Source: an optimization exercise on an open RTL-to-GDS flow (aim: small area, a short achievable clock period and few clock cycles per item). Production flows keep margins and buffers that such runs may drop.

==> flow/design.v <==
module w_machine (
    input wire clk,
    input wire start,
    input wire [5:0] cnt,
    input wire [511:0] block,
    input wire [31:0] h3,
    input wire [31:0] h4,
    output wire [63:0] w2);
reg [511:0] win;     
reg [7:1] sel_blk;
reg sel_h, sel_exp;
wire [31:0] w0  = win[511:480];
wire [31:0] w1  = win[479:448];
wire [31:0] w2_ = win[447:416];
wire [31:0] w3  = win[415:384];
wire [31:0] w8  = win[255:224];
wire [31:0] w9  = win[223:192];
wire [31:0] w13 = win[95:64];
wire [31:0] w14 = win[63:32];
wire [31:0] xa = w13 ^ w8 ^ w2_ ^ w0;
wire [31:0] xb = w14 ^ w9 ^ w3 ^ w1;
wire [63:0] expanded = {xa[30:0], xa[31], xb[30:0], xb[31]};
reg [63:0] picked;
integer p;
always @(*) begin
    picked = ({64{sel_h}} & {h4, h3}) | ({64{sel_exp}} & expanded);
    for (p = 1; p < 8; p = p + 1)
        picked = picked | ({64{sel_blk[p]}} & block[511 - 64*p -: 64]);
end
wire [63:0] w_in = start ? block[511:448] : picked;
assign w2 = win[63:0];
wire [5:0] n = start ? 6'd0 : cnt + 6'd1;
always @(posedge clk) begin
    win <= {win[447:0], w_in};
    for (p = 1; p < 8; p = p + 1)
        sel_blk[p] <= (n + 6'd1 == p);
    sel_h <= (n == 6'd39);
    sel_exp <= (n >= 6'd7) && (n != 6'd39);
end
endmodule
module sha1_gp (
    input wire g1, p1, g0, p0,
    output wire g, p);
assign g = g1 | (p1 & g0);
assign p = p1 & p0;
endmodule
module sha1_g (
    input wire g1, p1, g0,
    output wire g);
assign g = g1 | (p1 & g0);
endmodule
module sha1_add2 (
    input wire [31:0] x,
    input wire [31:0] y,
    output wire [31:0] s);
wire [31:0] g [0:5];
wire [31:0] p [0:5];
assign g[0] = x & y;
assign p[0] = x ^ y;
genvar l, i;
generate
    for (l = 0; l < 5; l = l + 1) begin : lvl
        for (i = 0; i < 32; i = i + 1) begin : bt
            if (((i >> l) & 1) == 1) begin : node
                localparam integer J = ((i >> l) << l) - 1;
                if ((i >> (l + 1)) == 0) begin : gonly
                    sha1_g n (.g1(g[l][i]), .p1(p[l][i]), .g0(g[l][J]), .g(g[l+1][i]));
                    assign p[l+1][i] = 1'b0;
                end else begin : gp
                    sha1_gp n (.g1(g[l][i]), .p1(p[l][i]), .g0(g[l][J]), .p0(p[l][J]),
                               .g(g[l+1][i]), .p(p[l+1][i]));
                end
            end else begin : pass
                assign g[l+1][i] = g[l][i];
                assign p[l+1][i] = p[l][i];
            end
        end
    end
endgenerate
assign s = p[0] ^ {g[5][30:0], 1'b0};
endmodule
module sha1_add3 (
    input wire [31:0] x,
    input wire [31:0] y,
    input wire [31:0] z,
    output wire [31:0] s);
wire [31:0] cs_s = x ^ y ^ z;
wire [31:0] cs_c = (x & y) | (x & z) | (y & z);
sha1_add2 add (.x(cs_s), .y({cs_c[30:0], 1'b0}), .s(s));
endmodule
module sha1_add4 (
    input wire [31:0] x,
    input wire [31:0] y,
    input wire [31:0] z,
    input wire [31:0] w,
    output wire [31:0] s);
wire [31:0] cs_s = x ^ y ^ z;
wire [31:0] cs_c = (x & y) | (x & z) | (y & z);
sha1_add3 add (.x(cs_s), .y({cs_c[30:0], 1'b0}), .z(w), .s(s));
endmodule
module sha1_f (
    input wire ch,
    input wire maj,
    input wire [31:0] p,
    input wire [31:0] q,
    input wire [31:0] r,
    output wire [31:0] f);
assign f = ch  ? ((p & q) | (~p & r)) :
           maj ? ((p & q) | (p & r) | (q & r)) :
                 (p ^ q ^ r);
endmodule
module sha1_round (
    input wire [31:0] a,
    input wire [31:0] b,
    input wire [31:0] c,
    input wire [31:0] fr,
    input wire [31:0] x,
    input wire [31:0] y,
    input wire f_ch,
    input wire f_maj,
    output wire [31:0] t1,
    output wire [31:0] t2);
wire [31:0] f2, z;
sha1_add3 add_t1 (.x({a[26:0], a[31:27]}), .y(fr), .z(x), .s(t1));
sha1_f f_2 (.ch(f_ch), .maj(f_maj), .p(a), .q({b[1:0], b[31:2]}), .r(c), .f(f2));
sha1_add2 add_z (.x(f2), .y(y), .s(z));
sha1_add2 add_t2 (.x({t1[26:0], t1[31:27]}), .y(z), .s(t2));
endmodule
module sha1_block (
    input wire clk,
    input wire start,
    input wire [159:0] context_in,
    input wire [511:0] block,
    output wire done,
    output wire [159:0] context_out);
wire [31:0] h0 = context_in[159:128];
wire [31:0] h1 = context_in[127:96];
wire [31:0] h2 = context_in[95:64];
wire [31:0] h3 = context_in[63:32];
wire [31:0] h4 = context_in[31:0];
reg [5:0] cnt;
reg [31:0] a, b, c;
reg [31:0] fr;          
reg [31:0] x, y;        
reg f_ch, f_maj;        
reg [1:0] kidx;         
reg prep;               
reg pre_last;           
reg last;               
assign done = (cnt == 6'd41);
assign context_out = {a, b, c, y, x};
wire [63:0] w2;
w_machine w_machine (
    .clk(clk), .start(start), .cnt(cnt), .block(block), .h3(h3), .h4(h4),
    .w2(w2));
wire [31:0] k = (kidx == 2'd0) ? 32'h5A827999 :
                (kidx == 2'd1) ? 32'h6ED9EBA1 :
                (kidx == 2'd2) ? 32'h8F1BBCDC : 32'hCA62C1D6;
wire [31:0] kg = last ? 32'd0 : k;
wire f_ch_next = (cnt <= 6'd9);
wire f_maj_next = (cnt >= 6'd20) && (cnt <= 6'd29);
wire [31:0] t1, t2;
sha1_round sha1_round (
    .a(a), .b(b), .c(c), .fr(fr), .x(x), .y(y),
    .f_ch(f_ch), .f_maj(f_maj),
    .t1(t1), .t2(t2));
wire [31:0] b30 = {b[1:0], b[31:2]};
wire [31:0] a30 = {a[1:0], a[31:2]};
wire [31:0] fr_next;
sha1_f f_1 (.ch(f_ch_next), .maj(f_maj_next), .p(prep ? h1 : t1), .q(a30), .r(b30),
            .f(fr_next));
wire [31:0] x_next, y_next, b_next, c_next;
sha1_add3 add_x (.x(c), .y(kg), .z(w2[63:32]), .s(x_next));
sha1_add4 add_y (.x(b30), .y(kg), .z(w2[31:0]), .w(pre_last ? h0 : 32'd0),
                 .s(y_next));
sha1_add2 add_b (.x(t1), .y(last ? h1 : 32'd0), .s(b_next));
sha1_add2 add_c (.x(a30), .y(last ? h2 : 32'd0), .s(c_next));
always @(posedge clk) begin
    x <= x_next;
    y <= y_next;
    fr <= fr_next;
    f_ch <= f_ch_next;
    f_maj <= f_maj_next;
    prep <= start;
    pre_last <= !start && (cnt == 6'd38);
    last <= !start && (cnt == 6'd39);
    kidx <= start ? 2'd0 :
            (cnt <= 6'd8)  ? 2'd0 :
            (cnt <= 6'd18) ? 2'd1 :
            (cnt <= 6'd28) ? 2'd2 : 2'd3;
    if (start) begin
        cnt <= 6'd0;
        a <= {h2[29:0], h2[31:30]};
        b <= {h3[29:0], h3[31:30]};
        c <= h4;
    end else begin
        cnt <= cnt + 6'd1;
        a <= prep ? h0 : t2;
        b <= prep ? h1 : b_next;
        c <= c_next;
    end
end
endmodule
Settings: LEC_CHECK=0, CAP_MARGIN=20, CORE_MARGIN=2, CORE_UTILIZATION=40, PLACE_DENSITY=0.6, SETUP_SLACK_MARGIN=5, SLEW_MARGIN=20, SYNTH_HIERARCHICAL=1; clock period 10.0 ns.
standard.sh (not shown) runs the stock make flow with config.mk's settings and CLKGATE_MAP_FILE= SYNTH_SCRIPT=/design/flow/synth_recipe.tcl, a recipe that flattens the netlist after the stock synthesis.
==> flow/flow/run.sh <==
#!/bin/bash
# Layout flow: the standard layout (standard.sh), unchanged except that
# the port buffers that global placement inserts are the smallest buffer
# cell, sky130_fd_sc_hd__buf_1, instead of the default pick.  Every input and
# output port still gets its own buffer; resizing may upsize them later.
set -euo pipefail
export BUFFER_PORTS_ARGS="-buffer_cell sky130_fd_sc_hd__buf_1"
bash standard.sh finish > standard_flow.log 2>&1
The first run passed the timing, DRC and antenna checks.
Edit:
CORE_UTILIZATION = 60   (was 40)
PLACE_DENSITY = 0.75   (was 0.6)
Final area drops by 1.8%.
Hold slack is about the same.
First-iteration DRC count climbs by 44%.
Synthesized cell count stays the same.
Worst setup slack gets better by 0.0072 ns.
Routed wire length drops by 4.9%.
Die area drops by 33%.
Function was not checked in any run of this note: the RTL went through the layout flow alone.

re-timing with driven ports:
The flow's constraints put no driver on any port. The routed layouts listed below were extracted and timed again, unchanged, in two steps. Step 1: set_driving_cell puts a clkbuf_16 on clk and a buf_2 on each other input, an assumption about the parent block. Step 2, shift: input delay + t, output delay - t, t = (earliest + latest rising clock arrival at the registers) / 2. This alone moves slack from input paths to output paths. Slacks: ideal ports / drivers / drivers and shift; pairs: ideal ports / drivers.
| run | t (ns) | setup WS [ns] | worst data-port slew with drivers (ns) | pins driven straight from the clock port |
|---|---|---|---|---|
| the first run | 0.718 | 5.152 / 5.152 / 4.911 | 0.19 | 1 |
| the second run | 0.689 | 5.159 / 5.159 / 4.741 | 0.35 | 1 |
After both steps setup and hold are still met in every run listed. The setup slack of the second run, which loses most, moves by 0.000 ns with the drivers and by -0.418 ns with both steps.
